Source: an optimization exercise on an open RTL-to-GDS flow (aim: small area and a short achievable clock period). Production flows keep margins and buffers that such runs may drop. RTL that was checked went through simulation tests only; none was proved equivalent to the original. Function not checked in runs 2 to 4: the RTL went through the layout flow alone. Power figures rest on the tool's default switching activity, not on a simulated workload.

--- flow/standard.sh ---
#!/bin/bash
# synth_recipe.tcl (not shown) runs the flow's synth.tcl, then flattens the netlist and writes it again
# the make line also repeats each setting of config.mk as NAME=value (left out here)
make -C /OpenROAD-flow-scripts/flow DESIGN_CONFIG=/design/flow/config.mk WORK_HOME=/design/flow/orfs CLKGATE_MAP_FILE= SYNTH_SCRIPT=/design/flow/synth_recipe.tcl "${@:-finish}"
--- flow/constraint.sdc ---
create_clock -name core_clock -period 13.0 [get_ports {clk}]
set_input_delay 2.6000 -clock core_clock [delete_from_list [all_inputs] [get_ports {clk}]]
set_output_delay 2.6000 -clock core_clock [all_outputs]
set_load 0.01 [all_outputs]
--- flow/config.mk ---
export PLATFORM = sky130hd
export DESIGN_NAME = matrix_multi
export DESIGN_NICKNAME = matrix_multi
export VERILOG_FILES = /design/flow/design.v
export SDC_FILE = /design/flow/constraint.sdc
export NUM_CORES = 8
export LEC_CHECK = 0
export ABC_AREA = 1
export CAP_MARGIN = 20
export CORE_MARGIN = 2
export CORE_UTILIZATION = 70
export CTS_CLUSTER_DIAMETER = 100
export CTS_CLUSTER_SIZE = 24
export SLEW_MARGIN = 20
--- flow/design.v ---
module fmulc #(parameter [31:0] A = 32'h3f800000, parameter R = 0, parameter EXT = 0) (
input  wire clk,
input  wire [31:0] x,
input  wire [2:0] fl,      
output wire [31:0] p
);
localparam [7:0]  EA = A[30:23];
localparam integer CM  = (A[22:20] == 3'b000) ? 1 :
                         (A[22:20] == 3'b010) ? 5 :
                         (A[22:20] == 3'b100) ? 3 :
                         (A[22:20] == 3'b011) ? 11 : 7;
localparam integer TOP = (CM == 1) ? 24 : (CM == 3) ? 25 : (CM == 11) ? 27 : 26;
localparam [24:0] K = ((64'd1 << TOP) + CM - 1) / CM;
wire [23:0] mx = {1'b1, x[22:0]};
wire [27:0] prod = (CM == 1)  ? {4'd0, mx} :
                   (CM == 3)  ? {3'd0, mx, 1'b0} + {4'd0, mx} :
                   (CM == 5)  ? {2'd0, mx, 2'd0} + {4'd0, mx} :
                   (CM == 11) ? {1'd0, mx, 3'd0} + {3'd0, mx, 1'b0} + {4'd0, mx} :
                                {1'd0, mx, 3'd0} - {4'd0, mx};
wire [2:0] fi;
generate
  if (EXT) begin : g_ext
    assign fi = fl;
  end else begin : g_int
    fmflag #(A) ff(x, fi);
  end
endgenerate
wire ovf = fi[2];
wire [22:0] m = ovf ? prod[TOP-1 -: 23] : prod[TOP-2 -: 23];
wire [7:0] e0 = x[30:23] + (EA - 8'd127);
wire [7:0] e1 = x[30:23] + (EA - 8'd126);
wire [7:0] e = ovf ? e1 : e0;
wire [31:0] pp = fi[1] ? 32'd0 :
                 fi[0] ? 32'h7f800000 :
                 {A[31] ^ x[31], e, m};
pipe #(.W(32), .EN(R)) pr(clk, pp, p);
endmodule
module fmflag #(parameter [31:0] A = 32'h3f800000) (
input  wire [31:0] x,
output wire [2:0] f
);
localparam integer CM  = (A[22:20] == 3'b000) ? 1 :
                         (A[22:20] == 3'b010) ? 5 :
                         (A[22:20] == 3'b100) ? 3 :
                         (A[22:20] == 3'b011) ? 11 : 7;
localparam integer TOP = (CM == 1) ? 24 : (CM == 3) ? 25 : (CM == 11) ? 27 : 26;
localparam [24:0] K = ((64'd1 << TOP) + CM - 1) / CM;
assign f = {({2'b01, x[22:0]} >= K), x[30:23] == 8'd0, x[30:23] == 8'hff};
endmodule
module pipe #(parameter W = 1, parameter EN = 1) (
input  wire clk,
input  wire [W-1:0] d,
output wire [W-1:0] q
);
generate
  if (EN) begin : g_reg
    reg [W-1:0] r;
    always @(posedge clk) r <= d;
    assign q = r;
  end else begin : g_wire
    assign q = d;
  end
endgenerate
endmodule
module bkadd #(parameter N = 26) (
input  wire [N-1:0] a,
input  wire [N-1:0] b,
input  wire cin,
output wire [N-1:0] s,
output wire cout
);
reg [N:0] g, p;
integer l, i;
always @(*) begin
  g = {a & b, cin};
  p = {a ^ b, 1'b0};
  for (l = 1; l < 8; l = l + 1) begin
    for (i = (1 << l) - 1; i <= N; i = i + (1 << l)) begin
      g[i] = g[i] | (p[i] & g[i - (1 << (l-1))]);
      p[i] = p[i] & p[i - (1 << (l-1))];
    end
  end
  for (l = 7; l >= 1; l = l - 1) begin
    for (i = (1 << l) + (1 << (l-1)) - 1; i <= N; i = i + (1 << l)) begin
      g[i] = g[i] | (p[i] & g[i - (1 << (l-1))]);
      p[i] = p[i] & p[i - (1 << (l-1))];
    end
  end
end
assign s = (a ^ b) ^ g[N-1:0];
assign cout = g[N];
endmodule
module cmpgt #(parameter N = 31) (
input  wire [N-1:0] a,
input  wire [N-1:0] b,
output wire gt
);
reg [31:0] g, e;
integer l, i;
always @(*) begin
  g = 32'd0;
  e = {32{1'b1}};
  for (i = 0; i < N; i = i + 1) begin
    g[i] = a[i] & ~b[i];
    e[i] = ~(a[i] ^ b[i]);
  end
  for (l = 0; l < 5; l = l + 1)
    for (i = 0; i < (16 >> l); i = i + 1) begin
      g[i] = g[2*i+1] | (e[2*i+1] & g[2*i]);
      e[i] = e[2*i+1] & e[2*i];
    end
end
assign gt = g[0];
endmodule
module fexp (
input  wire [7:0] ea,
input  wire [7:0] eb,
output wire [7:0] x
);
wire [8:0] dab9 = {1'b0, ea} - {1'b0, eb};
wire [7:0] dba = eb - ea;
wire eeq = ~|dab9[7:0];
wire egt = ~dab9[8] & ~eeq;
wire [7:0] d = egt ? dab9[7:0] : dba;
assign x = {egt, eeq, |d[7:5], d[4:0]};
endmodule
module fadd #(parameter RA = 0, parameter RB = 0, parameter RC = 0, parameter RD = 1,
              parameter PRE = 0) (
input  wire clk,
input  wire [31:0] a,
input  wire [31:0] b,
input  wire [7:0] xe,
output wire [31:0] s
);
wire [7:0] xi;
generate
  if (PRE) begin : g_pre
    assign xi = xe;
  end else begin : g_exp
    fexp fe(a[30:23], b[30:23], xi);
  end
endgenerate
wire egt = xi[7];
wire eeq = xi[6];
wire mgt;
cmpgt #(23) cm(a[22:0], b[22:0], mgt);
wire agt = egt | (eeq & mgt);
wire [7:0]  a_emax = agt ? a[30:23] : b[30:23];
wire [22:0] a_mbig = agt ? a[22:0] : b[22:0];
wire [22:0] a_msml = agt ? b[22:0] : a[22:0];
wire a_sgn = agt ? a[31] : b[31];
wire a_sub = a[31] ^ b[31];
wire a_kill = xi[5];
wire [4:0] a_sh = xi[4:0];
wire [7:0]  b_emax;
wire [22:0] b_mbig, b_msml;
wire b_sgn, b_sub, b_kill;
wire [4:0] b_sh;
pipe #(.W(8+23+23+1+1+1+5), .EN(RA)) pa(clk,
  {a_emax, a_mbig, a_msml, a_sgn, a_sub, a_kill, a_sh},
  {b_emax, b_mbig, b_msml, b_sgn, b_sub, b_kill, b_sh});
wire [23:0] b_msh = (b_kill ? 24'd0 : ({1'b1, b_msml} >> b_sh)) ^ {24{b_sub}};
wire [7:0]  c_emax;
wire [22:0] c_mbig;
wire [23:0] c_msh;
wire c_sgn, c_sub;
pipe #(.W(8+23+24+1+1), .EN(RB)) pb(clk,
  {b_emax, b_mbig, b_msh, b_sgn, b_sub},
  {c_emax, c_mbig, c_msh, c_sgn, c_sub});
wire [24:0] c_r;
wire c_co;
bkadd #(25) cadd({1'b0, 1'b1, c_mbig}, {c_sub, c_msh}, c_sub, c_r, c_co);
wire [7:0]  c_emax1 = c_emax + 8'd1;
wire [7:0]  d_emax1;
wire [24:0] d_r;
wire d_sgn;
pipe #(.W(8+25+1), .EN(RC)) pc(clk,
  {c_emax1, c_r, c_sgn},
  {d_emax1, d_r, d_sgn});
function [4:0] lzc32(input [31:0] v);
  reg [15:0] z1v; reg [15:0] z1c;
  reg [7:0] z2v; reg [15:0] z2c;
  reg [3:0] z3v; reg [11:0] z3c;
  reg [1:0] z4v; reg [7:0] z4c;
  integer k;
  begin
    for (k = 0; k < 16; k = k + 1) begin
      z1v[k] = v[2*k+1] | v[2*k];
      z1c[k] = ~v[2*k+1];
    end
    for (k = 0; k < 8; k = k + 1) begin
      z2v[k] = z1v[2*k+1] | z1v[2*k];
      z2c[2*k+1 -: 2] = z1v[2*k+1] ? {1'b0, z1c[2*k+1]} : {1'b1, z1c[2*k]};
    end
    for (k = 0; k < 4; k = k + 1) begin
      z3v[k] = z2v[2*k+1] | z2v[2*k];
      z3c[3*k+2 -: 3] = z2v[2*k+1] ? {1'b0, z2c[4*k+3 -: 2]} : {1'b1, z2c[4*k+1 -: 2]};
    end
    for (k = 0; k < 2; k = k + 1) begin
      z4v[k] = z3v[2*k+1] | z3v[2*k];
      z4c[4*k+3 -: 4] = z3v[2*k+1] ? {1'b0, z3c[6*k+5 -: 3]} : {1'b1, z3c[6*k+2 -: 3]};
    end
    lzc32 = z4v[1] ? {1'b0, z4c[7:4]} : {1'b1, z4c[3:0]};
  end
endfunction
wire tiny = ~|d_r[24:2];
wire [4:0] lz = tiny ? (d_r[1] ? 5'd21 : 5'd22) : lzc32({d_r, 7'd0});
wire [24:0] r1 = lz[4] ? {d_r[8:0], 16'd0} : d_r;
wire [24:0] r2 = lz[3] ? {r1[16:0], 8'd0} : r1;
wire [24:0] r3 = lz[2] ? {r2[20:0], 4'd0} : r2;
wire [24:0] r4 = lz[1] ? {r3[22:0], 2'd0} : r3;
wire [24:0] r5 = lz[0] ? {r4[23:0], 1'b0} : r4;
wire [7:0] e_n = d_emax1 - {3'd0, lz};
wire [31:0] d_s = {d_sgn, e_n, r5[23:1]};
pipe #(.W(32), .EN(RD)) pd(clk, d_s, s);
endmodule
module matrix_multi(input clk,
input wire rst,                  
input wire in_valid,             
input wire[127:0] buff_x,
output wire out_valid,           
output wire[95:0] buff_y);
localparam MR = 1;
localparam A1 = 0, B1 = 1, C1 = 1, D1 = 1;
localparam A2 = 0, B2 = 1, C2 = 1, D2 = 1;
localparam XR = 1;
localparam LAT = XR + MR + A1 + B1 + C1 + D1 + A2 + B2 + C2 + D2;
wire [127:0] xr;
pipe #(.W(128), .EN(XR)) px(clk, buff_x, xr);
wire [2:0] g00, g01, g02, g03, g10, g11, g13, g21, g22, g23;
wire [2:0] f00, f01, f02, f03, f10, f11, f13, f21, f22, f23;
fmflag #(32'h3f000000) fg00(buff_x[127:96], g00);
fmflag #(32'hbfc00000) fg01(buff_x[95:64],  g01);
fmflag #(32'hbf400000) fg02(buff_x[63:32],  g02);
fmflag #(32'hbf600000) fg03(buff_x[31:0],   g03);
fmflag #(32'h3f400000) fg10(buff_x[127:96], g10);
fmflag #(32'h3f000000) fg11(buff_x[95:64],  g11);
fmflag #(32'hbfa00000) fg13(buff_x[31:0],   g13);
fmflag #(32'hbe000000) fg21(buff_x[95:64],  g21);
fmflag #(32'h3fb00000) fg22(buff_x[63:32],  g22);
fmflag #(32'h3e800000) fg23(buff_x[31:0],   g23);
pipe #(.W(30), .EN(XR)) pf(clk,
  {g00, g01, g02, g03, g10, g11, g13, g21, g22, g23},
  {f00, f01, f02, f03, f10, f11, f13, f21, f22, f23});
wire [31:0] x1 = xr[127:96];
wire [31:0] x2 = xr[95:64];
wire [31:0] x3 = xr[63:32];
wire [31:0] x4 = xr[31:0];
wire [31:0] mp00, mp01, mp02, mp03, mp10, mp11, mp13, mp21, mp22, mp23;
wire [31:0] mul00, mul01, mul02, mul03;
wire [31:0] mul10, mul11, mul12, mul13;
wire [31:0] mp12, mp20;
wire [31:0] mul20, mul21, mul22, mul23;
fmulc #(32'h3f000000, 0, XR) mult00(clk, x1, f00, mp00);   
fmulc #(32'hbfc00000, 0, XR) mult01(clk, x2, f01, mp01);   
fmulc #(32'hbf400000, 0, XR) mult02(clk, x3, f02, mp02);   
fmulc #(32'hbf600000, 0, XR) mult03(clk, x4, f03, mp03);   
fmulc #(32'h3f400000, 0, XR) mult10(clk, x1, f10, mp10);   
fmulc #(32'h3f000000, 0, XR) mult11(clk, x2, f11, mp11);   
assign mp12 = mp02;
assign mul12 = mul02;                                    
fmulc #(32'hbfa00000, 0, XR) mult13(clk, x4, f13, mp13);   
assign mp20 = mp10;
assign mul20 = mul10;                                    
fmulc #(32'hbe000000, 0, XR) mult21(clk, x2, f21, mp21);   
fmulc #(32'h3fb00000, 0, XR) mult22(clk, x3, f22, mp22);   
fmulc #(32'h3e800000, 0, XR) mult23(clk, x4, f23, mp23);   
wire [7:0] xp00, xp01, xp10, xp11, xp20, xp21;
fexp fe00(mp00[30:23], mp01[30:23], xp00);
fexp fe01(mp02[30:23], mp03[30:23], xp01);
fexp fe10(mp10[30:23], mp11[30:23], xp10);
fexp fe11(mp12[30:23], mp13[30:23], xp11);
fexp fe20(mp20[30:23], mp21[30:23], xp20);
fexp fe21(mp22[30:23], mp23[30:23], xp21);
wire [7:0] xe00, xe01, xe10, xe11, xe20, xe21;
pipe #(.W(10*32 + 6*8), .EN(MR)) pm(clk,
  {mp00, mp01, mp02, mp03, mp10, mp11, mp13, mp21, mp22, mp23,
   xp00, xp01, xp10, xp11, xp20, xp21},
  {mul00, mul01, mul02, mul03, mul10, mul11, mul13, mul21, mul22, mul23,
   xe00, xe01, xe10, xe11, xe20, xe21});
wire [31:0] s00, s01, s10, s11, s20, s21;
fadd #(A1, B1, C1, D1, 1) ad00(clk, mul00, mul01, xe00, s00);
fadd #(A1, B1, C1, D1, 1) ad01(clk, mul02, mul03, xe01, s01);
fadd #(A1, B1, C1, D1, 1) ad10(clk, mul10, mul11, xe10, s10);
fadd #(A1, B1, C1, D1, 1) ad11(clk, mul12, mul13, xe11, s11);
fadd #(A1, B1, C1, D1, 1) ad20(clk, mul20, mul21, xe20, s20);
fadd #(A1, B1, C1, D1, 1) ad21(clk, mul22, mul23, xe21, s21);
fadd #(A2, B2, C2, D2, 0) ad02(clk, s00, s01, 8'd0, buff_y[95:64]);
fadd #(A2, B2, C2, D2, 0) ad12(clk, s10, s11, 8'd0, buff_y[63:32]);
fadd #(A2, B2, C2, D2, 0) ad22(clk, s20, s21, 8'd0, buff_y[31:0]);
reg [LAT-1:0] valid_pipe;
always @(posedge clk)
  if (rst) valid_pipe <= {LAT{1'b0}};
  else     valid_pipe <= {valid_pipe[LAT-2:0], in_valid};
assign out_valid = valid_pipe[LAT-1];
endmodule
--- flow/flow/run.sh ---
#!/bin/bash
# Own layout flow: the standard ORFS layout (standard.sh), with port
# buffers of a stronger drive and timing repair aimed below the clock period.
set -euo pipefail
export BUFFER_PORTS_ARGS="-buffer_cell sky130_fd_sc_hd__buf_4"
export SETUP_SLACK_MARGIN=9.2
bash standard.sh > standard.log 2>&1
==> Flow_metrics.wiki, run 1 <==
{| class="wikitable"
! Metric !! Value
|-
| Largest cells by area after synthesis || sky130_fd_sc_hd__dfxtp_1, sky130_fd_sc_hd__nand2_1, sky130_fd_sc_hd__nand3_1
|-
| Global-route wire length before repair || around 440000 um
|-
| Area growth, synth to finish || 7.199%
|-
| Share of synthesized cell area in full adder, half adder and majority cells || between 10% and 20%
|-
| Fraction of the cycle the final worst path needs || ~30%
|-
| Slowest stage cell, crit path || sky130_fd_sc_hd__dfxtp_2
|-
| HPWL Detailed || roughly 220000 um
|-
| Average cell area after synthesis || between 7 and 8 sq um
|-
| Synth cell types || 85
|-
| Total of buffers placed on input and output ports || 227
|-
| Top-count cell post-synth || sky130_fd_sc_hd__nand2_1
|-
| Placed insts || approximately 15000
|-
| Warning count from the yosys run || 11
|-
| Multiplexer share of the synthesized area || approximately 1.7%
|-
| Worst setup path startpoint || ad22.pd.g_reg.r[23]$_DFF_P_
|-
| Via count of the first global-routing pass || roughly 84000
|-
| Path class of the lowest-slack min-delay path || flip-flop to flip-flop
|-
| Normalized max-slew margin || 25.07%
|-
| Finish-stage setup viols || 0
|-
| Sequential-to-total area share from yosys stat || approximately a third
|-
| Global-route usage over all layers || about 39%
|-
| Reg area || about 32000 sq um
|-
| Worst setup EP type || output port
|-
| Insertion delay to the later sink of the worst-skew pair || 740 ps
|-
| Weighted congestion reported at the end of routability-driven placement || around 1.0
|-
| Total length of routed wires || about 290000 um
|-
| Maximum number of pins on one net before global-route repair || 96
|-
| Least-Margin Pin Slew || 1123 ps
|-
| Max_cap viols || 0
|-
| Number of cells on the worst reg-to-reg path || 17
|-
| Drt drc || 0
|-
| Count of TritonRoute iterations in the first routing pass || 10
|-
| Synthesized Nets || ~14000
|-
| Non-filler cells in the finished layout || 14837
|-
| Total net switching power || around 0.016 W
|-
| Nets@finish || between 10000 and 15000
|-
| Number of CTS-inserted buffers || 78
|-
| CTS tree || yes
|-
| Category of the most critical setup path || flip-flop to output port
|-
| Internal power summed over all cells || roughly 0.014 W
|-
| Clock tree root driver cell || sky130_fd_sc_hd__clkbuf_16
|-
| Cell type with the highest aggregate area in the netlist || sky130_fd_sc_hd__dfxtp_1
|-
| Via density per instance || approximately 6.2
|-
| Share of total power in sequential cells || 28.3%
|-
| Startpoint of the worst register-to-register path || pf.g_reg.r[26]$_DFF_P_
|-
| Initial core utilization || a little over two thirds
|-
| Total congestion overflow after global routing || 0
|-
| Combinational Power Share || between 60% and 70%
|-
| Synth Area in XOR/XNOR || under 10%
|-
| Flop-to-flop setup slack || 9340 ps
|-
| Share of post-route cells with drive strength above 1 || under 10%
|-
| Die W || ~370 um
|-
| Last element of the critical path || buff_y[23]
|-
| Pwr/cell area || about 290 nW/um^2
|-
| Number of clock sinks || 1595
|-
| Via count || ~92000
|-
| Kind of start point of the critical path || flip-flop
|-
| Cells after synthesis || around 13000
|-
| Number of slew-limit violations in the final report || 0
|-
| Netlist area before placement || 95650 sq um
|-
| Filler instances || 10052
|-
| Synthesized-area fraction occupied by and/or/nand/nor cells || between 20% and 30%
|-
| # H-tree levels || 3
|-
| Largest clock skew in the final design || around 25 ps
|-
| CP Buf/Inv Count || 1
|-
| Top post-synthesis cells by count || sky130_fd_sc_hd__nand2_1, sky130_fd_sc_hd__nand3_1, sky130_fd_sc_hd__dfxtp_1
|-
| Max Fanout on Critical Path || 1
|-
| Share of the synthesized area in the top cell type || between 30% and 40%
|-
| Top FF cell, synth || sky130_fd_sc_hd__dfxtp_1
|-
| Pre-CTS setup slack || 7682 ps
|-
| Clock share of power || 9.1%
|-
| Main combinational cell family by area after synthesis || simple AND/OR/NAND/NOR gates
|-
| Worst-case vdd ir drop || roughly 0.32 mV
|-
| Count of hold buffers inserted by post-cts repair || 0
|-
| Crit path arrival time || approximately 1200 ps
|-
| Post-synth EDFFs || 0
|-
| Min Clock Period, post-route || between 3000 and 4000 ps
|-
| Setup repair after global routing missed its margin || true
|-
| Site row count || approximately 140
|-
| Cell depth of the worst setup path || 1
|-
| Clock input transition at the sequential cells of the worst setup and hold paths || 90 ps
|-
| Standby leakage power || between 40 and 50 nW
|-
| Required time of the critical path || roughly 10000 ps
|-
| Highest clock frequency the design can meet || about 260 MHz
|-
| Largest delay contributor family on the critical path || flip-flops
|-
| Cells along the critical path || buf_6
|-
| Clock Tree Buf Depth || 3
|-
| Highest cell delay on the worst timing path || between 300 and 400 ps
|-
| Fin worst setup slack || about 9000 ps
|-
| Share of synthesized flip-flops with an asynchronous set or reset || 0%
|-
| Status || no timing/DRC/antenna violations
|-
| DRT iter0 DRCs || about 13000
|-
| Synthesized-area fraction occupied by ao, oa, aoi and oai cells || 12.89%
|-
| Switching share of power || between 50 and 60%
|-
| I/O Pins || roughly 230
|-
| Post-Route Setup TNS || 0 ps
|-
| Combined area of the multi-input logic cells || ~57000 sq um
|-
| Total core area || between 100000 and 150000 sq um
|-
| Post-synthesis register bit count || 1595
|-
| Die Footprint || 139600 sq um
|-
| Detail Route Antenna Nets || 0
|-
| Routed len/inst || 19.61 um
|-
| Number of failing hold endpoints at the final stage || 0
|-
| Worst reg2reg endpoint || pm.g_reg.r[41]$_DFF_P_
|-
| Initial antenna violation count || 18
|-
| Vertical die dimension || about 370 um
|}
==> metrics by stage <==
stage | cell area, sq um | total power (W) | util [%] | hold WS, ps
after global placement | 97720 | 0.02477 | 72.14 | 309.6
after global routing | 102500 | 0.03213 | 75.68 | 345.0
after detailed placement | 97720 | 0.02549 | 72.14 | 313.2
after floorplan | 95650 | 0.02070 | - | 309.6
final | 102500 | 0.02999 | 75.69 | 332.7
after CTS | 100800 | 0.02853 | 74.39 | 333.0
==> what timing repair did <==
item / CTS / global route
resized for setup: 181 / 245
endpoints found under the setup margin: 403 / 325
gates cloned: 17 / 24
pin swaps: 13 / 35
setup buffers: 19 / 75
==> layer usage <==
| metal | vias to the layer above | GRT usage [%] | part of all wire, % |
|---|---|---|---|
| met5 | - | 0 | 0.052 |
| met4 | 18 | 15.61 | 5.0 |
| met3 | 1030 | 6.112 | 10 |
| met2 | 5460 | 62.70 | 45 |
| met1 | 42181 | 52.69 | 40 |
| li1 | 43492 | - | - |
==> cells in the final DEF, fill, tap and decap left out, types with 41 or more instances in the layout <==
| cell type | count |
|---|---|
| sky130_fd_sc_hd__o21ai_0 | 971 |
| sky130_fd_sc_hd__dfxtp_1 | 1511 |
| sky130_fd_sc_hd__o211ai_1 | 44 |
| sky130_fd_sc_hd__clkbuf_16 | 89 |
| sky130_fd_sc_hd__inv_2 | 46 |
| sky130_fd_sc_hd__inv_1 | 1215 |
| sky130_fd_sc_hd__xnor2_1 | 91 |
| sky130_fd_sc_hd__buf_6 | 80 |
| sky130_fd_sc_hd__mux2i_1 | 105 |
| sky130_fd_sc_hd__ha_1 | 706 |
| sky130_fd_sc_hd__nand3b_1 | 63 |
| sky130_fd_sc_hd__fa_1 | 156 |
| sky130_fd_sc_hd__nor3_1 | 71 |
| sky130_fd_sc_hd__a31oi_1 | 66 |
| sky130_fd_sc_hd__a21o_1 | 42 |
| sky130_fd_sc_hd__a21oi_1 | 682 |
| sky130_fd_sc_hd__nand2_1 | 2753 |
| sky130_fd_sc_hd__o21bai_1 | 41 |
| sky130_fd_sc_hd__nor2_1 | 781 |
| sky130_fd_sc_hd__mux2_2 | 51 |
| sky130_fd_sc_hd__buf_4 | 280 |
| sky130_fd_sc_hd__nand4_1 | 131 |
| sky130_fd_sc_hd__nand3_1 | 1865 |
| sky130_fd_sc_hd__xor2_1 | 454 |
| sky130_fd_sc_hd__dfxtp_2 | 81 |
| sky130_fd_sc_hd__o21ai_1 | 79 |
==> layout make-up <==
class | instances | area share, %
Clock buffer | 83 | 2.005
Timing Repair Buffer | 383 | 3.422
Inverter | 1320 | 4.971
Sequential cell | 1595 | 31.25
Antenna cell | 3 | 0.007322
Clock inverter | 10 | 0.1037
Timing Repair inverter | 14 | 0.06833
Multi-Input combinational cell | 9648 | 56.00
Tap cell | 1781 | 2.173
==> registers in the layout, summed over array words and instances (netlist names), 56 cells and up <==
| register | flops |
|---|---|
| px.g_reg.r | 128 |
| ad01.pb.g_reg.r | 56 |
| ad12.pb.g_reg.r | 57 |
| ad22.pb.g_reg.r | 57 |
| ad00.pb.g_reg.r | 56 |
| pm.g_reg.r | 340 |
| ad11.pb.g_reg.r | 57 |
| ad21.pb.g_reg.r | 57 |
| ad02.pb.g_reg.r | 57 |
| ad10.pb.g_reg.r | 57 |
| ad20.pb.g_reg.r | 57 |
==> power by group through the flow <==
stage / clock network, W / logic [W] / registers, W
after floorplan: 0 / 0.0130 / 0.00772
after global placement: 0 / 0.0164 / 0.00838
after detailed placement: 0 / 0.0170 / 0.00845
after CTS: 0.00274 / 0.0174 / 0.00837
after global routing: 0.00290 / 0.0206 / 0.00860
final: 0.00274 / 0.0188 / 0.00849
==> cell families (layout without fill, tap and decap cells) <==
| kind of cell | count (synthesis) | in the layout |
|---|---|---|
| DFF | 1595 | 1595 |
| adders and majority gates | 874 | 874 |
| xor gates and xnor gates | 556 | 556 |
| buffers and inverters | 1846 | 1810 |
| muxes | 156 | 156 |
| other | 0 | 3 |
| and+or+nand+nor | 5838 | 5852 |
| AOI/OAI and AO/OA | 2204 | 2210 |
==> how the worst min path moves through the flow <==
stage | start | end | slack, ps | cells after the start
finish | ad02.pb.g_reg.r[1]$_DFF_P_ | ad02.pc.g_reg.r[0]$_DFF_P_ | 330 | 0
global route | ad12.pb.g_reg.r[1]$_DFF_P_ | ad12.pc.g_reg.r[0]$_DFF_P_ | 340 | 0
CTS | ad02.pb.g_reg.r[1]$_DFF_P_ | ad02.pc.g_reg.r[0]$_DFF_P_ | 330 | 0
detailed placement | ad11.pb.g_reg.r[1]$_DFF_P_ | ad11.pc.g_reg.r[0]$_DFF_P_ | 310 | 0
global placement | ad02.pb.g_reg.r[1]$_DFF_P_ | ad02.pc.g_reg.r[0]$_DFF_P_ | 310 | 0
floorplan | ad00.pb.g_reg.r[1]$_DFF_P_ | ad00.pc.g_reg.r[0]$_DFF_P_ | 310 | 0
==> inputs of run 2 (changes only) <==
--- a/flow/design.v
+++ b/flow/design.v
@@ -12,11 +12,17 @@
 localparam integer TOP = (CM == 1) ? 24 : (CM == 3) ? 25 : (CM == 11) ? 27 : 26;
 localparam [24:0] K = ((64'd1 << TOP) + CM - 1) / CM;
 wire [23:0] mx = {1'b1, x[22:0]};
-wire [27:0] prod = (CM == 1)  ? {4'd0, mx} :
-                   (CM == 3)  ? {3'd0, mx, 1'b0} + {4'd0, mx} :
-                   (CM == 5)  ? {2'd0, mx, 2'd0} + {4'd0, mx} :
-                   (CM == 11) ? {1'd0, mx, 3'd0} + {3'd0, mx, 1'b0} + {4'd0, mx} :
-                                {1'd0, mx, 3'd0} - {4'd0, mx};
+wire [27:0] x8 = {1'd0, mx, 3'd0};
+wire [27:0] x2 = {3'd0, mx, 1'b0};
+wire [27:0] x1 = {4'd0, mx};
+wire [27:0] csum = x8 ^ x2 ^ x1;
+wire [28:0] ccar = {((x8 & x2) | (x8 & x1) | (x2 & x1)), 1'b0};
+wire [27:0] opa = (CM == 3) ? x2 : (CM == 5) ? {2'd0, mx, 2'd0} : (CM == 11) ? csum : x8;
+wire [27:0] opb = (CM == 7) ? ~x1 : (CM == 11) ? ccar[27:0] : x1;
+wire [27:0] prodc;
+wire pco;
+skadd #(28) madd(opa, opb, (CM == 7), prodc, pco);
+wire [27:0] prod = (CM == 1) ? x1 : prodc;
 wire [2:0] fi;
 generate
   if (EXT) begin : g_ext
@@ -90,6 +96,28 @@
 assign s = (a ^ b) ^ g[N-1:0];
 assign cout = g[N];
 endmodule
+module skadd #(parameter N = 26) (
+input  wire [N-1:0] a,
+input  wire [N-1:0] b,
+input  wire cin,
+output wire [N-1:0] s,
+output wire cout
+);
+reg [N:0] g, p;
+integer l, i;
+always @(*) begin
+  g = {a & b, cin};
+  p = {a ^ b, 1'b0};
+  for (l = 0; l < 6; l = l + 1)
+    for (i = 0; i <= N; i = i + 1)
+      if (i[l]) begin
+        g[i] = g[i] | (p[i] & g[((i >> l) << l) - 1]);
+        p[i] = p[i] & p[((i >> l) << l) - 1];
+      end
+end
+assign s = (a ^ b) ^ g[N-1:0];
+assign cout = g[N];
+endmodule
 module cmpgt #(parameter N = 31) (
 input  wire [N-1:0] a,
 input  wire [N-1:0] b,
@@ -169,7 +197,7 @@
   {c_emax, c_mbig, c_msh, c_sgn, c_sub});
 wire [24:0] c_r;
 wire c_co;
-bkadd #(25) cadd({1'b0, 1'b1, c_mbig}, {c_sub, c_msh}, c_sub, c_r, c_co);
+skadd #(25) cadd({1'b0, 1'b1, c_mbig}, {c_sub, c_msh}, c_sub, c_r, c_co);
 wire [7:0]  c_emax1 = c_emax + 8'd1;
 wire [7:0]  d_emax1;
 wire [24:0] d_r;
==> Flow_metrics.wiki, run 2 <==
{| class="wikitable"
! Metric !! Value
|-
| Status || no timing/DRC/antenna violations
|-
| Least-Margin Pin Slew || 1043 ps
|-
| Most common library cell in the layout ignoring fill and taps || sky130_fd_sc_hd__nand2_1
|-
| Drt drc || 0
|-
| CTS tree || yes
|-
| Highest clock frequency the design can meet || 261.6 MHz
|-
| Area growth, synth to finish || 7.617%
|-
| Initial core utilization || a little over two thirds
|-
| Path class of the lowest-slack min-delay path || flip-flop to flip-flop
|-
| Number of stages on the worst hold path || 0
|-
| Cell area after layout || about 100000 sq um
|-
| Fin worst setup slack || 9178 ps
|-
| Finish-stage setup viols || 0
|-
| Clock tree root driver cell || sky130_fd_sc_hd__clkbuf_16
|-
| Required time of the critical path || approximately 10000 ps
|-
| Biggest regs || pm.g_reg.r: 340 flops, px.g_reg.r: 128 flops
|-
| Most used cells in the layout excluding fill and tap cells || sky130_fd_sc_hd__nand2_1, sky130_fd_sc_hd__nand3_1, sky130_fd_sc_hd__dfxtp_1
|-
| Standby leakage power || around 50 nW
|-
| Share of post-route cells with drive strength above 1 || roughly 7.1%
|-
| Die W || 371.2 um
|-
| Site row count || 134
|-
| Via count || a little over 90000
|-
| Via count of the first global-routing pass || 85856
|-
| Crit path arrival time || 1220 ps
|-
| Die Footprint || ~140000 sq um
|-
| Synth cell types || around 70
|-
| Share of the synthesized area in the top cell type || between 30% and 40%
|-
| Top post-synthesis cells by count || sky130_fd_sc_hd__nand2_1, sky130_fd_sc_hd__nand3_1, sky130_fd_sc_hd__dfxtp_1
|-
| Warning count from the yosys run || 12
|-
| Cells after synthesis || between 10000 and 15000
|-
| Filler instances || 10013
|-
| Post-place instance area || ~97000 sq um
|-
| Total length of routed wires || between 200000 and 300000 um
|-
| Max_cap viols || 0
|-
| Cell type with the highest aggregate area in the netlist || sky130_fd_sc_hd__dfxtp_1
|-
| # H-tree levels || 3
|-
| Number of clock sinks || approximately 1600
|-
| Category of the most critical setup path || flip-flop to output port
|-
| Clock input transition at the sequential cells of the worst setup and hold paths || 100 ps
|-
| Share of synthesized flip-flops with an asynchronous set or reset || 0%
|-
| Post-Route Setup TNS || 0 ps
|-
| Number of CTS-inserted buffers || between 70 and 80
|-
| Normalized max-slew margin || 30.02%
|-
| Fraction of the cycle the final worst path needs || just under 30%
|-
| Min Clock Period, post-route || ~3800 ps
|-
| HPWL Detailed || between 200000 and 250000 um
|-
| Total of buffers placed on input and output ports || about 230
|-
| Post-synth EDFFs || 0
|-
| Global-route wire length before repair || ~450000 um
|-
| Slowest stage cell, crit path || sky130_fd_sc_hd__dfxtp_2
|-
| Pwr/cell area || a little under 300 nW/um^2
|-
| Largest clock skew in the final design || 54.98 ps
|-
| Initial antenna violation count || 17
|-
| Max Fanout on Critical Path || 1
|-
| Total congestion overflow after global routing || 0
|-
| DRT iter0 DRCs || about 12000
|-
| Worst setup EP type || output port
|-
| Post-synthesis register bit count || 1595
|-
| Nets@finish || 14081
|-
| Max FFs per register || 340
|-
| Via density per instance || between 6 and 7
|-
| Worst-case vdd ir drop || ~0.23 mV
|-
| Netlist area before placement || roughly 94000 sq um
|-
| Insertion delay to the later sink of the worst-skew pair || roughly 760 ps
|-
| I/O Pins || 228
|-
| Cells along the critical path || buf_6
|-
| Highest cell delay on the worst timing path || between 300 and 400 ps
|-
| Largest delay contributor family on the critical path || flip-flops
|-
| Sequential-to-total area share from yosys stat || between 30% and 40%
|-
| Total core area || about 130000 sq um
|-
| Count of TritonRoute iterations in the first routing pass || 13
|-
| Maximum number of pins on one net before global-route repair || 84
|-
| Top FF cell, synth || sky130_fd_sc_hd__dfxtp_1
|-
| Weighted congestion reported at the end of routability-driven placement || roughly 1.0
|-
| Routed len/inst || roughly 20 um
|-
| Final total power || between 0.03 and 0.04 W
|-
| Largest cells by area after synthesis || sky130_fd_sc_hd__dfxtp_1, sky130_fd_sc_hd__nand2_1, sky130_fd_sc_hd__nand3_1
|-
| Average cell area after synthesis || roughly 7 sq um
|-
| Kind of start point of the critical path || flip-flop
|-
| Number of failing hold endpoints at the final stage || 0
|-
| Register bank with the most flops || pm.g_reg.r
|-
| Detail Route Antenna Nets || 0
|-
| Top-count cell post-synth || sky130_fd_sc_hd__nand2_1
|-
| Vertical die dimension || around 370 um
|-
| Global-route usage over all layers || just over 40%
|-
| Number of slew-limit violations in the final report || 0
|-
| Setup repair after global routing missed its margin || true
|-
| CP Buf/Inv Count || 1
|-
| Number of cells on the worst reg-to-reg path || 19
|-
| Pre-CTS setup slack || about 7000 ps
|-
| Clock Tree Buf Depth || 3
|-
| Cell depth of the worst setup path || 1
|-
| Synthesized Nets || 14106
|}
[run 2: cell count changes after synthesis, sizes merged, moves of 32 or more]
cell    before   now
nor2       803   913
xor2       462   498
nand3     1887  1928
fa         160   113
o21ai     1066  1019
nand2     2801  2893
clkbuf     276   308
inv       1294  1364
[run 2: kinds of logic (layout without fill, tap and decap cells)]
family | Yosys count | after routing | synth area share [%]
buffers and inverters | 1926 | 1898 | 7.968
other | 0 | 7 | 0
AO/OA/AOI/OAI | 2044 | 2046 | 11.82
multiplexers | 140 | 140 | 1.552
flip-flops | 1595 | 1595 | 33.82
AND/OR/NAND/NOR | 6042 | 6058 | 27.56
XOR/XNOR | 608 | 608 | 5.648
adder cells (fa/ha/maj) | 810 | 810 | 11.63
[run 2: per-stage QoR]
step           cells  hold WS, ps  utilization, %
2_1_floorplan  13165        309.6               -
3_3_place_gp   14681        311.7           72.23
3_5_place_dp   14681        312.1           72.23
4_1_cts        14810        317.8           74.66
5_1_grt        14925        325.8           76.02
6_report       14930        317.5           76.03
[run 2: path summary, 6_finish.rpt]
check	end	slack (ps)	start
setup / recovery	buff_y[27]	9180	ad22.pd.g_reg.r[27]$_DFF_P_
hold / removal	ad11.pc.g_reg.r[0]$_DFF_P_	320	ad11.pb.g_reg.r[1]$_DFF_P_
setup reg to reg	pm.g_reg.r[5]$_DFF_P_	9280	pf.g_reg.r[5]$_DFF_P_
hold reg to reg	ad11.pc.g_reg.r[0]$_DFF_P_	320	ad11.pb.g_reg.r[1]$_DFF_P_
[run 2: where the power goes]
| group | switching (W) | leakage [nW] | internal (W) |
|---|---|---|---|
| clock network | 0.00162 | 1.06 | 0.00113 |
| registers | 0.00171 | 13.5 | 0.00680 |
| logic | 0.0125 | 35.1 | 0.00647 |
[run 2: layer usage]
| layer | GRT usage, % | vias up | part of all wire (%) |
|---|---|---|---|
| met1 | 52.57 | 42419 | 39 |
| met5 | 0 | - | 0.038 |
| met3 | 8.608 | 1313 | 11 |
| li1 | - | 43352 | - |
| met4 | 18.62 | 18 | 5.6 |
| met2 | 65.35 | 5721 | 45 |
[run 2: layout make-up]
class	instances	area (sq um)	area share [%]
clock inverter	12	170.2	0.1675
timing repair inverter	18	92.59	0.09113
timing repair buffer	391	3588	3.532
antenna	7	17.52	0.01724
tap	1768	2212	2.177
sequential	1595	32050	31.55
multi-input combinational	9662	56050	55.17
inverter	1394	5399	5.314
clock buffer	83	2013	1.981
[run 2: what timing repair did]
| action | 4_1_cts | 5_1_grt |
|---|---|---|
| hold buffers | 0 | 0 |
| gates cloned | 17 | 26 |
| buffers inserted | 17 | 87 |
| setup endpoints to repair | 578 | 336 |
| endpoints found under the hold margin | 0 | 0 |
| pin swaps | 10 | 21 |
| resized for setup | 238 | 234 |
==> inputs of run 3 (changes only) <==
--- a/flow/config.mk
+++ b/flow/config.mk
@@ -9,6 +9,6 @@
 export CAP_MARGIN = 20
 export CORE_MARGIN = 2
 export CORE_UTILIZATION = 70
-export CTS_CLUSTER_DIAMETER = 100
-export CTS_CLUSTER_SIZE = 24
+export CTS_CLUSTER_DIAMETER = 60
+export CTS_CLUSTER_SIZE = 20
 export SLEW_MARGIN = 20
==> Flow_metrics.wiki, run 3 <==
{| class="wikitable"
! Metric !! Value
|-
| Status || no timing/DRC/antenna violations
|-
| Worst setup path startpoint || ad12.pd.g_reg.r[14]$_DFF_P_
|-
| Kind of start point of the critical path || flip-flop
|-
| Max FFs per register || 340
|-
| Initial core utilization || a little over two thirds
|-
| I/O Pins || around 230
|-
| Standby leakage power || roughly 51 nW
|-
| Post-synth EDFFs || 0
|-
| Most common library cell in the layout ignoring fill and taps || sky130_fd_sc_hd__nand2_1
|-
| Global-route wire length before repair || between 400000 and 500000 um
|-
| Least-Margin Pin Slew || ~1100 ps
|-
| Required time of the critical path || about 10000 ps
|-
| Largest clock skew in the final design || around 65 ps
|-
| Number of failing hold endpoints at the final stage || 0
|-
| Via count of the first global-routing pass || between 80000 and 90000
|-
| Die W || ~370 um
|-
| Total length of routed wires || slightly above 300000 um
|-
| Synth cell types || between 60 and 70
|-
| Reg area || around 32000 sq um
|-
| Number of CTS-inserted buffers || roughly 120
|-
| Cell area after layout || ~100000 sq um
|-
| Worst Hold Margin || around 320 ps
|-
| Via count || 94087
|-
| Synthesized-area fraction occupied by and/or/nand/nor cells || between 20% and 30%
|-
| Max_cap viols || 0
|-
| Crit path arrival time || approximately 1300 ps
|-
| Hold Crit Start || ad11.pb.g_reg.r[1]$_DFF_P_
|-
| Site row count || 134
|-
| Drt drc || 0
|-
| Post-Route Setup TNS || 0 ps
|-
| Total congestion overflow after global routing || 0
|-
| Share of synthesized flip-flops with an asynchronous set or reset || 0%
|-
| Insertion delay to the later sink of the worst-skew pair || approximately 800 ps
|-
| Average cell area after synthesis || just over 7 sq um
|-
| Worst reg2reg endpoint || pm.g_reg.r[43]$_DFF_P_
|-
| Share of synthesized cell area in full adder, half adder and majority cells || between 10% and 20%
|-
| Number of clock sinks || between 1500 and 2000
|-
| Post-synthesis register bit count || 1595
|-
| Top post-synthesis cells by count || sky130_fd_sc_hd__nand2_1, sky130_fd_sc_hd__nand3_1, sky130_fd_sc_hd__dfxtp_1
|-
| Setup repair after global routing missed its margin || true
|-
| Count of hold buffers inserted by post-cts repair || 0
|-
| Most used cells in the layout excluding fill and tap cells || sky130_fd_sc_hd__nand2_1, sky130_fd_sc_hd__nand3_1, sky130_fd_sc_hd__dfxtp_1
|-
| Vertical die dimension || roughly 370 um
|-
| Fraction of the cycle the final worst path needs || slightly below 30%
|-
| Via density per instance || 6.252
|-
| Category of the most critical setup path || flip-flop to output port
|-
| Count of TritonRoute iterations in the first routing pass || 8
|-
| Main combinational cell family by area after synthesis || simple AND/OR/NAND/NOR gates
|-
| Cell type with the highest aggregate area in the netlist || sky130_fd_sc_hd__dfxtp_1
|-
| Post-place instance area || a little under 100000 sq um
|-
| Weighted congestion reported at the end of routability-driven placement || 1.035
|-
| Register bank with the most flops || pm.g_reg.r
|-
| Largest cells by area after synthesis || sky130_fd_sc_hd__dfxtp_1, sky130_fd_sc_hd__nand2_1, sky130_fd_sc_hd__nand3_1
|-
| Pwr/cell area || 304.9 nW/um^2
|-
| Initial antenna violation count || 22
|-
| Area growth, synth to finish || 9.983%
|-
| Sequential-to-total area share from yosys stat || 33.82%
|-
| Biggest regs || pm.g_reg.r: 340 flops, px.g_reg.r: 128 flops
|-
| Path class of the lowest-slack min-delay path || flip-flop to flip-flop
|-
| Combined area of the multi-input logic cells || 56110 sq um
|-
| Synthesized Nets || roughly 14000
|-
| Flop-to-flop setup slack || approximately 9000 ps
|-
| Number of stages on the worst hold path || 0
|-
| Startpoint of the worst register-to-register path || px.g_reg.r[119]$_DFF_P_
|-
| Clock tree root driver cell || sky130_fd_sc_hd__clkbuf_16
|-
| Number of slew-limit violations in the final report || 0
|-
| Clock input transition at the sequential cells of the worst setup and hold paths || ~80 ps
|-
| Worst-case hold path end point || ad11.pc.g_reg.r[0]$_DFF_P_
|-
| Maximum number of pins on one net before global-route repair || between 80 and 90
|-
| CTS tree || yes
|-
| CP Buf/Inv Count || 1
|-
| # H-tree levels || 3
|-
| Synthesized-area fraction occupied by ao, oa, aoi and oai cells || 11.82%
|-
| Top FF cell, synth || sky130_fd_sc_hd__dfxtp_1
|-
| Highest cell delay on the worst timing path || around 360 ps
|-
| Warning count from the yosys run || 12
|-
| Clock Tree Buf Depth || 3
|-
| Nets@finish || around 14000
|-
| Total of buffers placed on input and output ports || roughly 230
|-
| Multiplexer share of the synthesized area || under 10%
|-
| Min Clock Period, post-route || ~3900 ps
|-
| Normalized max-slew margin || a little under 30%
|-
| Filler instances || about 9600
|-
| Cells along the critical path || buf_6
|-
| Cells after synthesis || 13165
|-
| Synth Area in XOR/XNOR || 5.648%
|-
| Share of the synthesized area in the top cell type || 33.82%
|-
| Max Fanout on Critical Path || 1
|-
| Routed len/inst || approximately 20 um
|-
| Number of cells on the worst reg-to-reg path || 18
|-
| Die Footprint || 137800 sq um
|-
| Top-count cell post-synth || sky130_fd_sc_hd__nand2_1
|-
| Highest clock frequency the design can meet || around 260 MHz
|-
| Share of post-route cells with drive strength above 1 || between 8 and 9%
|-
| Worst-case vdd ir drop || approximately 0.27 mV
|-
| Finish-stage setup viols || 0
|-
| Worst setup EP type || output port
|-
| Total core area || around 130000 sq um
|-
| Netlist area before placement || between 90000 and 100000 sq um
|-
| DRT iter0 DRCs || 12935
|-
| Global-route usage over all layers || about two fifths
|-
| Slowest stage cell, crit path || sky130_fd_sc_hd__dfxtp_4
|-
| Largest delay contributor family on the critical path || flip-flops
|-
| Detail Route Antenna Nets || 0
|-
| HPWL Detailed || around 220000 um
|}
==> run 3: cell counts after synthesis <==
No cell type changed its count.
==> run 3: what timing repair did <==
item / in CTS / in global routing
cloned: 16 / 32
hold endpoints to repair: 0 / 0
setup buffers: 16 / 91
gates resized for setup: 284 / 224
pin swaps: 9 / 26
setup endpoints to repair: 604 / 365
==> run 3: cells by family (layout without fill, tap and decap cells) <==
family	after synthesis	after routing
AO/OA/AOI/OAI	2044	2046
XOR/XNOR	608	608
adder cells (fa/ha/maj)	810	810
buffers and inverters	1926	2013
flip-flops	1595	1595
multiplexers	140	140
other	0	8
AND/OR/NAND/NOR	6042	6062
==> run 3: where the power goes <==
group / internal [W] / switching [W] / total, W / leakage, nW
clock: 0.00201 / 0.00202 / 0.00403 / 2.05
sequential: 0.00681 / 0.00172 / 0.00854 / 13.5
combinational: 0.00652 / 0.0126 / 0.0191 / 35.2
total: 0.0153 / 0.0163 / 0.0317 / 50.7
==> run 3: layout make-up <==
| type | count | share of cell area, % |
|---|---|---|
| diodes | 8 | 0.01928 |
| clock buffers | 137 | 3.092 |
| clock inverters | 69 | 0.9761 |
| inverters | 1394 | 5.200 |
| multi-input cells | 9666 | 54.04 |
| flip-flops and latches | 1595 | 30.89 |
| well taps | 1768 | 2.130 |
| repair buffers | 395 | 3.560 |
| repair inverters | 18 | 0.08917 |
==> run 3: worst max-delay path by stage <==
stage | endpoint | cells after the start
after floorplan | pf.g_reg.r[11]$_DFF_P_ | 8
after global placement | ad12.pb.g_reg.r[8]$_DFF_P_ | 20
after detailed placement | ad12.pb.g_reg.r[4]$_DFF_P_ | 20
after CTS | buff_y[27] | 1
after global routing | ad22.pd.g_reg.r[14]$_DFF_P_ | 16
final | buff_y[46] | 1
==> run 3: layer usage <==
layer  up-vias  share of wire (%)  GRT usage, %
met2      6128                 44         66.61
li1      43552                  -             -
met3      1465                 11         9.037
met5         -              0.055             0
met1     42922                 38         53.07
met4        20                6.1         20.12
==> run 3: worst reg2reg max path: cells and delay by family (launching register included) <==
kind / cells / cell delay, ps
xor gates and xnor gates: 2 / 340
DFF: 1 / 390
AOI/OAI and AO/OA: 4 / 800
and+or+nand+nor: 7 / 1130
buffers and inverters: 3 / 290
adders and majority gates: 2 / 690
==> run 3: through the flow <==
stage / total power [W] / instances / worst slack (ps) / util (%)
after floorplan: 0.02087 / 13165 / 9294 / -
after global placement: 0.02531 / 14681 / 7017 / 72.23
after detailed placement: 0.02588 / 14681 / 7019 / 72.23
after CTS: 0.03030 / 14919 / 9149 / 76.27
after global routing: 0.03387 / 15042 / 8955 / 77.69
final: 0.03166 / 15050 / 9149 / 77.70
==> inputs of run 4 (changes only) <==
--- a/flow/config.mk
+++ b/flow/config.mk
@@ -9,6 +9,6 @@
 export CAP_MARGIN = 20
 export CORE_MARGIN = 2
 export CORE_UTILIZATION = 70
-export CTS_CLUSTER_DIAMETER = 60
-export CTS_CLUSTER_SIZE = 20
+export CTS_CLUSTER_DIAMETER = 70
+export CTS_CLUSTER_SIZE = 28
 export SLEW_MARGIN = 20
==> Flow_metrics.wiki, run 4 <==
{| class="wikitable"
! Metric !! Value
|-
| Status || no timing/DRC/antenna violations
|-
| Synthesized Nets || 14106
|-
| Path class of the lowest-slack min-delay path || flip-flop to flip-flop
|-
| Vertical die dimension || 371.2 um
|-
| DRT iter0 DRCs || between 10000 and 15000
|-
| Total congestion overflow after global routing || 0
|-
| Top FF cell, synth || sky130_fd_sc_hd__dfxtp_1
|-
| Count of hold buffers inserted by post-cts repair || 0
|-
| Worst setup EP type || flip-flop
|-
| HPWL Detailed || 224000 um
|-
| Normalized max-slew margin || 30.37%
|-
| Largest cells by area after synthesis || sky130_fd_sc_hd__dfxtp_1, sky130_fd_sc_hd__nand2_1, sky130_fd_sc_hd__nand3_1
|-
| Placed insts || around 15000
|-
| Global-route wire length before repair || between 400000 and 500000 um
|-
| Number of failing hold endpoints at the final stage || 0
|-
| Finish-stage setup viols || 0
|-
| Combined area of the multi-input logic cells || roughly 56000 sq um
|-
| Detail Route Antenna Nets || 0
|-
| Category of the most critical setup path || flip-flop to flip-flop
|-
| Sequential-to-total area share from yosys stat || roughly a third
|-
| Weighted congestion reported at the end of routability-driven placement || between 1 and 1.5
|-
| Biggest regs || pm.g_reg.r: 340 flops, px.g_reg.r: 128 flops
|-
| Setup repair after global routing missed its margin || true
|-
| Clock Tree Buf Depth || 3
|-
| Site row count || 134
|-
| Warning count from the yosys run || 12
|-
| Average cell area after synthesis || 7.171 sq um
|-
| Cell type with the highest aggregate area in the netlist || sky130_fd_sc_hd__dfxtp_1
|-
| Count of TritonRoute iterations in the first routing pass || 11
|-
| Synth cell types || 68
|-
| Netlist area before placement || roughly 94000 sq um
|-
| Cells after synthesis || between 10000 and 15000
|-
| Worst-case vdd ir drop || ~0.22 mV
|-
| Largest clock skew in the final design || ~48 ps
|-
| Total length of routed wires || 303100 um
|-
| Filler instances || 9697
|-
| Final total power || 0.03139 W
|-
| Register bank with the most flops || pm.g_reg.r
|-
| Top-count cell post-synth || sky130_fd_sc_hd__nand2_1
|-
| Number of clock sinks || between 1500 and 2000
|-
| I/O Pins || ~230
|-
| Max Fanout on Critical Path || 6
|-
| Total core area || approximately 130000 sq um
|-
| Highest clock frequency the design can meet || ~250 MHz
|-
| Reg area || ~32000 sq um
|-
| Die W || between 300 and 400 um
|-
| Total of buffers placed on input and output ports || around 230
|-
| Post-synthesis register bit count || ~1600
|-
| Util after Layout || 77.34%
|-
| # H-tree levels || 3
|-
| Via count || ~94000
|-
| Pwr/cell area || slightly above 300 nW/um^2
|-
| Non-filler cells in the finished layout || between 15000 and 20000
|-
| Clock tree root driver cell || sky130_fd_sc_hd__clkbuf_16
|-
| Fraction of the cycle the final worst path needs || 30.42%
|-
| Post-place instance area || 96520 sq um
|-
| Least-Margin Pin Slew || ~1000 ps
|-
| Share of synthesized flip-flops with an asynchronous set or reset || 0%
|-
| Top post-synthesis cells by count || sky130_fd_sc_hd__nand2_1, sky130_fd_sc_hd__nand3_1, sky130_fd_sc_hd__dfxtp_1
|-
| Nets@finish || between 10000 and 15000
|-
| Share of the synthesized area in the top cell type || between 30 and 40%
|-
| Share of post-route cells with drive strength above 1 || a little under 8%
|-
| Kind of start point of the critical path || flip-flop
|-
| Global-route usage over all layers || around two fifths
|-
| Min Clock Period, post-route || slightly below 4000 ps
|-
| Maximum number of pins on one net before global-route repair || 84
|-
| Max_cap viols || 0
|-
| Initial antenna violation count || 22
|-
| Post-synth EDFFs || 0
|-
| Most common library cell in the layout ignoring fill and taps || sky130_fd_sc_hd__nand2_1
|-
| Die Footprint || between 100000 and 150000 sq um
|-
| Number of slew-limit violations in the final report || 0
|-
| Number of CTS-inserted buffers || 100
|-
| Via count of the first global-routing pass || 86734
|-
| Max FFs per register || 340
|-
| Post-Route Setup TNS || 0 ps
|-
| Via density per instance || 6.241
|-
| Most used cells in the layout excluding fill and tap cells || sky130_fd_sc_hd__nand2_1, sky130_fd_sc_hd__nand3_1, sky130_fd_sc_hd__dfxtp_1
|-
| Standby leakage power || between 50 and 60 nW
|-
| Insertion delay to the later sink of the worst-skew pair || ~800 ps
|-
| Routed len/inst || 20.19 um
|-
| Initial core utilization || 70.65%
|-
| Clock input transition at the sequential cells of the worst setup and hold paths || 100 ps
|-
| Cell area after layout || 103400 sq um
|-
| Crit path arrival time || between 4000 and 5000 ps
|-
| Area growth, synth to finish || 9.474%
|-
| Required time of the critical path || around 14000 ps
|-
| CTS tree || yes
|-
| Drt drc || 0
|}
## run 4: cell counts after synthesis
Identical to the previous run, type by type.
## run 4: worst paths after layout
path                                    from                          end  slack [ps]  cells past startpoint
setup reg to reg      px.g_reg.r[39]$_DFF_P_   pm.g_reg.r[101]$_SDFF_PP0_        9050                     13
hold reg to reg   ad02.pc.g_reg.r[0]$_DFF_P_  ad02.pd.g_reg.r[31]$_DFF_P_         330                      0
hold / removal    ad02.pc.g_reg.r[0]$_DFF_P_  ad02.pd.g_reg.r[31]$_DFF_P_         330                      0
setup / recovery      px.g_reg.r[39]$_DFF_P_   pm.g_reg.r[101]$_SDFF_PP0_        9050                     13
## run 4: critical path, stage by stage (launching register included)
cell and delay [ps]:
sky130_fd_sc_hd__dfxtp_1 560, sky130_fd_sc_hd__fa_1 500, sky130_fd_sc_hd__ha_1 380, sky130_fd_sc_hd__a21oi_1 360
sky130_fd_sc_hd__nor2_1 130, sky130_fd_sc_hd__a211oi_1 330, sky130_fd_sc_hd__nand2_1 180, sky130_fd_sc_hd__inv_1 120
sky130_fd_sc_hd__o21ai_2 110, sky130_fd_sc_hd__a21oi_1 360, sky130_fd_sc_hd__o21ai_0 230, sky130_fd_sc_hd__or2_2 340
sky130_fd_sc_hd__a21oi_1 140, sky130_fd_sc_hd__nor2_1 110
## run 4: layout make-up
| cell class | count | share of cell area (%) |
|---|---|---|
| diodes | 6 | 0.01453 |
| clock buffers | 106 | 2.493 |
| clock inverters | 75 | 1.255 |
| inverters | 1394 | 5.226 |
| multi-input cells | 9663 | 54.26 |
| flip-flops and latches | 1595 | 31.03 |
| well taps | 1768 | 2.140 |
| repair buffers | 390 | 3.497 |
| repair inverters | 18 | 0.08959 |
## run 4: power breakdown
group	switching, W	total, W	internal [W]
registers	0.00172	0.00853	0.00681
clock network	0.00208	0.00379	0.00170
logic	0.0126	0.0191	0.00650
total	0.0164	0.0314	0.0150
## run 4: kinds of logic (layout without fill, tap and decap cells)
| kind of cell | Yosys count | in the layout | synth area share [%] |
|---|---|---|---|
| buffers and inverters | 1926 | 1983 | 7.968 |
| muxes | 140 | 140 | 1.552 |
| DFF | 1595 | 1595 | 33.82 |
| and+or+nand+nor | 6042 | 6059 | 27.56 |
| other | 0 | 6 | 0 |
| adders and majority gates | 810 | 810 | 11.63 |
| AOI/OAI and AO/OA | 2044 | 2046 | 11.82 |
| xor gates and xnor gates | 608 | 608 | 5.648 |
## run 4: per-stage QoR
stage,hold slack (ps),setup slack [ps]
4_1_cts,333.3,9138
5_1_grt,340.9,9008
2_1_floorplan,309.6,9294
3_3_place_gp,311.7,7017
3_5_place_dp,312.1,7019
6_report,331.1,9045
## run 4: per-layer routing
metal / track usage [%] / share of wire, % / routed length, um
met5: 0 / 0.087 / 264
met4: 19.77 / 6.0 / 18080
met3: 9.099 / 11 / 34320
met2: 66.33 / 44 / 134700
met1: 52.68 / 38 / 115800
## run 4: timing repair
action / 4_1_cts / 5_1_grt
pin swaps: 9 / 23
resized for setup: 286 / 217
hold endpoints to repair: 0 / 0
setup buffers: 16 / 88
gates cloned: 17 / 25
setup endpoints to repair: 603 / 365
==> inputs of run 5 (changes only) <==
--- a/flow/design.v
+++ b/flow/design.v
@@ -250,7 +250,7 @@
 output wire[95:0] buff_y);
 localparam MR = 1;
 localparam A1 = 0, B1 = 1, C1 = 1, D1 = 1;
-localparam A2 = 0, B2 = 1, C2 = 1, D2 = 1;
+localparam A2 = 1, B2 = 0, C2 = 1, D2 = 1;
 localparam XR = 1;
 localparam LAT = XR + MR + A1 + B1 + C1 + D1 + A2 + B2 + C2 + D2;
 wire [127:0] xr;
--- a/flow/config.mk
+++ b/flow/config.mk
@@ -9,6 +9,6 @@
 export CAP_MARGIN = 20
 export CORE_MARGIN = 2
 export CORE_UTILIZATION = 70
-export CTS_CLUSTER_DIAMETER = 70
-export CTS_CLUSTER_SIZE = 28
+export CTS_CLUSTER_DIAMETER = 100
+export CTS_CLUSTER_SIZE = 24
 export SLEW_MARGIN = 20
==> Flow_metrics.wiki, run 5 <==
{| class="wikitable"
! Metric !! Value
|-
| Register bank with the most flops || pm.g_reg.r
|-
| Biggest regs || pm.g_reg.r: 340 flops, px.g_reg.r: 128 flops
|-
| Least-Margin Pin Slew || 1053 ps
|-
| Cells along the critical path || buf_6
|-
| Nets@finish || around 14000
|-
| Slowest stage cell, crit path || sky130_fd_sc_hd__dfxtp_2
|-
| Max Fanout on Critical Path || 1
|-
| Normalized max-slew margin || about 29%
|-
| Largest cells by area after synthesis || sky130_fd_sc_hd__dfxtp_1, sky130_fd_sc_hd__nand2_1, sky130_fd_sc_hd__ha_1
|-
| Global-route wire length before repair || between 400000 and 500000 um
|-
| Pwr/cell area || 259.9 nW/um^2
|-
| Via count of the first global-routing pass || about 80000
|-
| Hold Crit Start || ad02.pc.g_reg.r[0]$_DFF_P_
|-
| Finish-stage setup viols || 0
|-
| Total core area || roughly 130000 sq um
|-
| Total congestion overflow after global routing || 0
|-
| Most common library cell in the layout ignoring fill and taps || sky130_fd_sc_hd__nand2_1
|-
| Fraction of the cycle the final worst path needs || 29.19%
|-
| Number of failing hold endpoints at the final stage || 0
|-
| Post-Route Setup TNS || 0 ps
|-
| Worst-case vdd ir drop || ~0.15 mV
|-
| Count of hold buffers inserted by post-cts repair || 0
|-
| Post-synthesis register bit count || ~1600
|-
| Clock input transition at the sequential cells of the worst setup and hold paths || roughly 90 ps
|-
| Total length of routed wires || around 280000 um
|-
| Crit path arrival time || 1190 ps
|-
| Setup repair after global routing missed its margin || true
|-
| Die W || between 300 and 400 um
|-
| Top post-synthesis cells by count || sky130_fd_sc_hd__nand2_1, sky130_fd_sc_hd__dfxtp_1, sky130_fd_sc_hd__nand3_1
|-
| HPWL Detailed || about 210000 um
|-
| Required time of the critical path || ~10000 ps
|-
| Area growth, synth to finish || 7.583%
|-
| # H-tree levels || 3
|-
| Vertical die dimension || 370.0 um
|-
| Standby leakage power || roughly 49 nW
|-
| Count of TritonRoute iterations in the first routing pass || 10
|-
| Maximum number of pins on one net before global-route repair || 82
|-
| Worst setup EP type || output port
|-
| Global-route usage over all layers || between 30% and 40%
|-
| Share of the synthesized area in the top cell type || between 30% and 40%
|-
| Top FF cell, synth || sky130_fd_sc_hd__dfxtp_1
|-
| Via count || between 80000 and 90000
|-
| Number of CTS-inserted buffers || a little under 80
|-
| Routed len/inst || between 15 and 20 um
|-
| Cell type with the highest aggregate area in the netlist || sky130_fd_sc_hd__dfxtp_1
|-
| Number of clock sinks || 1610
|-
| Kind of start point of the critical path || flip-flop
|-
| Number of slew-limit violations in the final report || 0
|-
| Highest cell delay on the worst timing path || approximately 360 ps
|-
| Min Clock Period, post-route || 3794 ps
|-
| Highest clock frequency the design can meet || around 260 MHz
|-
| Share of synthesized flip-flops with an asynchronous set or reset || 0%
|-
| CTS tree || yes
|-
| Average cell area after synthesis || around 7.2 sq um
|-
| Synthesized Nets || around 14000
|-
| Path class of the lowest-slack min-delay path || flip-flop to flip-flop
|-
| Filler instances || around 10000
|-
| Max_cap viols || 0
|-
| Total of buffers placed on input and output ports || between 200 and 250
|-
| Sequential-to-total area share from yosys stat || between 30 and 40%
|-
| Netlist area before placement || roughly 94000 sq um
|-
| Clock tree root driver cell || sky130_fd_sc_hd__clkbuf_16
|-
| Initial core utilization || approximately 70%
|-
| Warning count from the yosys run || 13
|-
| Startpoint of the worst register-to-register path || px.g_reg.r[119]$_DFF_P_
|-
| Site row count || 134
|-
| Category of the most critical setup path || flip-flop to output port
|-
| Worst setup path startpoint || ad22.pd.g_reg.r[8]$_DFF_P_
|-
| Top-count cell post-synth || sky130_fd_sc_hd__nand2_1
|-
| Post-synth EDFFs || 0
|-
| Share of post-route cells with drive strength above 1 || 7.211%
|-
| Insertion delay to the later sink of the worst-skew pair || between 700 and 800 ps
|-
| Largest delay contributor family on the critical path || flip-flops
|-
| Weighted congestion reported at the end of routability-driven placement || 1.050
|-
| Cells after synthesis || ~13000
|-
| Largest clock skew in the final design || between 40 and 50 ps
|-
| Most used cells in the layout excluding fill and tap cells || sky130_fd_sc_hd__nand2_1, sky130_fd_sc_hd__nand3_1, sky130_fd_sc_hd__dfxtp_1
|-
| Clock Tree Buf Depth || 3
|-
| Initial antenna violation count || 16
|-
| Status || no timing/DRC/antenna violations
|-
| Worst Hold Margin || ~330 ps
|-
| CP Buf/Inv Count || 1
|-
| Max FFs per register || 340
|-
| Detail Route Antenna Nets || 0
|-
| I/O Pins || roughly 230
|-
| DRT iter0 DRCs || between 10000 and 15000
|-
| Die Footprint || 136900 sq um
|-
| Via density per instance || 6.071
|-
| Synth cell types || 75
|-
| Drt drc || 0
|}
==> run 5: per-layer routing <==
layer / vias to the layer above / track usage [%] / share of wire (%)
met3: 959 / 6.466 / 10
met1: 40974 / 50.79 / 40
met5: - / 0 / 0.025
met4: 12 / 15.34 / 4.8
met2: 4969 / 61.41 / 45
li1: 42735 / - / -
==> run 5: cells by family after synthesis <==
| group | count (synthesis) | synth area share, % |
|---|---|---|
| simple gates | 5639 | 25.59 |
| fa+ha+maj | 808 | 11.66 |
| compound gates | 2246 | 13.16 |
| buf+inv | 1905 | 7.833 |
| flops | 1610 | 34.37 |
| xor+xnor | 609 | 5.688 |
| mux | 154 | 1.708 |
==> run 5: worst paths after layout <==
| check | end | slack, ps | cells after the start |
|---|---|---|---|
| hold / removal | ad02.pd.g_reg.r[31]$_DFF_P_ | 330 | 0 |
| hold reg to reg | ad02.pd.g_reg.r[31]$_DFF_P_ | 330 | 0 |
| setup / recovery | buff_y[8] | 9210 | 1 |
| setup reg to reg | pm.g_reg.r[13]$_DFF_P_ | 9270 | 18 |
==> run 5: power breakdown <==
group / leakage (nW) / switching, W / internal, W
registers: 13.6 / 0.00175 / 0.00686
logic: 34.4 / 0.00953 / 0.00534
clock network: 1.08 / 0.00159 / 0.00117
==> run 5: stage by stage <==
step / instances / util, % / cell area (sq um) / setup slack, ps / total power [W]
2_1_floorplan: 12971 / - / 93780 / 9294 / 0.01809
6_report: 14766 / 75.69 / 100900 / 9206 / 0.02623
3_3_place_gp: 14490 / 72.01 / 95980 / 8299 / 0.02162
5_1_grt: 14762 / 75.68 / 100900 / 9058 / 0.02815
3_5_place_dp: 14490 / 72.01 / 95980 / 8292 / 0.02222
4_1_cts: 14625 / 74.37 / 99120 / 9151 / 0.02523
==> run 5: area by class of cell <==
cell class	instances	area, sq um	area share [%]
clock inverters	11	115.1	0.1141
multi-input cells	9466	54990	54.50
repair inverters	26	147.6	0.1463
repair buffers	413	3617	3.585
inverters	1383	5360	5.313
diodes	4	10.01	0.009921
flip-flops and latches	1610	32350	32.06
clock buffers	85	2095	2.076
well taps	1768	2212	2.193
==> run 5: what timing repair did <==
action                                  4_1_cts  5_1_grt
endpoints found under the setup margin      541      459
cloned                                       18       22
gates resized for setup                     207      215
buffers inserted                             21      113
pin swaps                                     8       30

==> static timing again, ports no longer ideal <==
How much do the figures lean on ideal ports? The routed layouts below were timed once more, with nothing changed but the port constraints. Step 1 sets driving cells, clkbuf_16 on the clock port and buf_2 on the other inputs (assumed; they add their load-dependent delay and slew). Step 2 times the ports against the registers' clock, not the clock port: input delays grow and output delays shrink by t, the midpoint of the rising clock arrivals with the driver on. a / b / c = ideal / step 1 / step 2; a / b = the first two.
run	shift t [ns]	slack for setup (ns)	worst setup path at the end	latest minus earliest clock arrival (ns)	worst data-port slew with drivers (ns)
run 1	0.801	9.207 / 9.128 / 8.903	input to register	0.035 / 0.034	0.06
run 2	0.828	9.178 / 9.083 / 8.617	input to register	0.056 / 0.057	0.06
run 3	0.879	9.149 / 9.058 / 8.464	input to register	0.065 / 0.065	0.06
run 4	0.873	9.045 / 9.043 / 8.609	input to register	0.048 / 0.048	0.06
run 5	0.803	9.206 / 9.123 / 8.795	input to register	0.047 / 0.047	0.05
After both steps setup and hold are still met in every run listed. For run 3, which loses most, drivers alone change the setup slack by -0.091 ns; drivers and shift together by -0.685 ns.
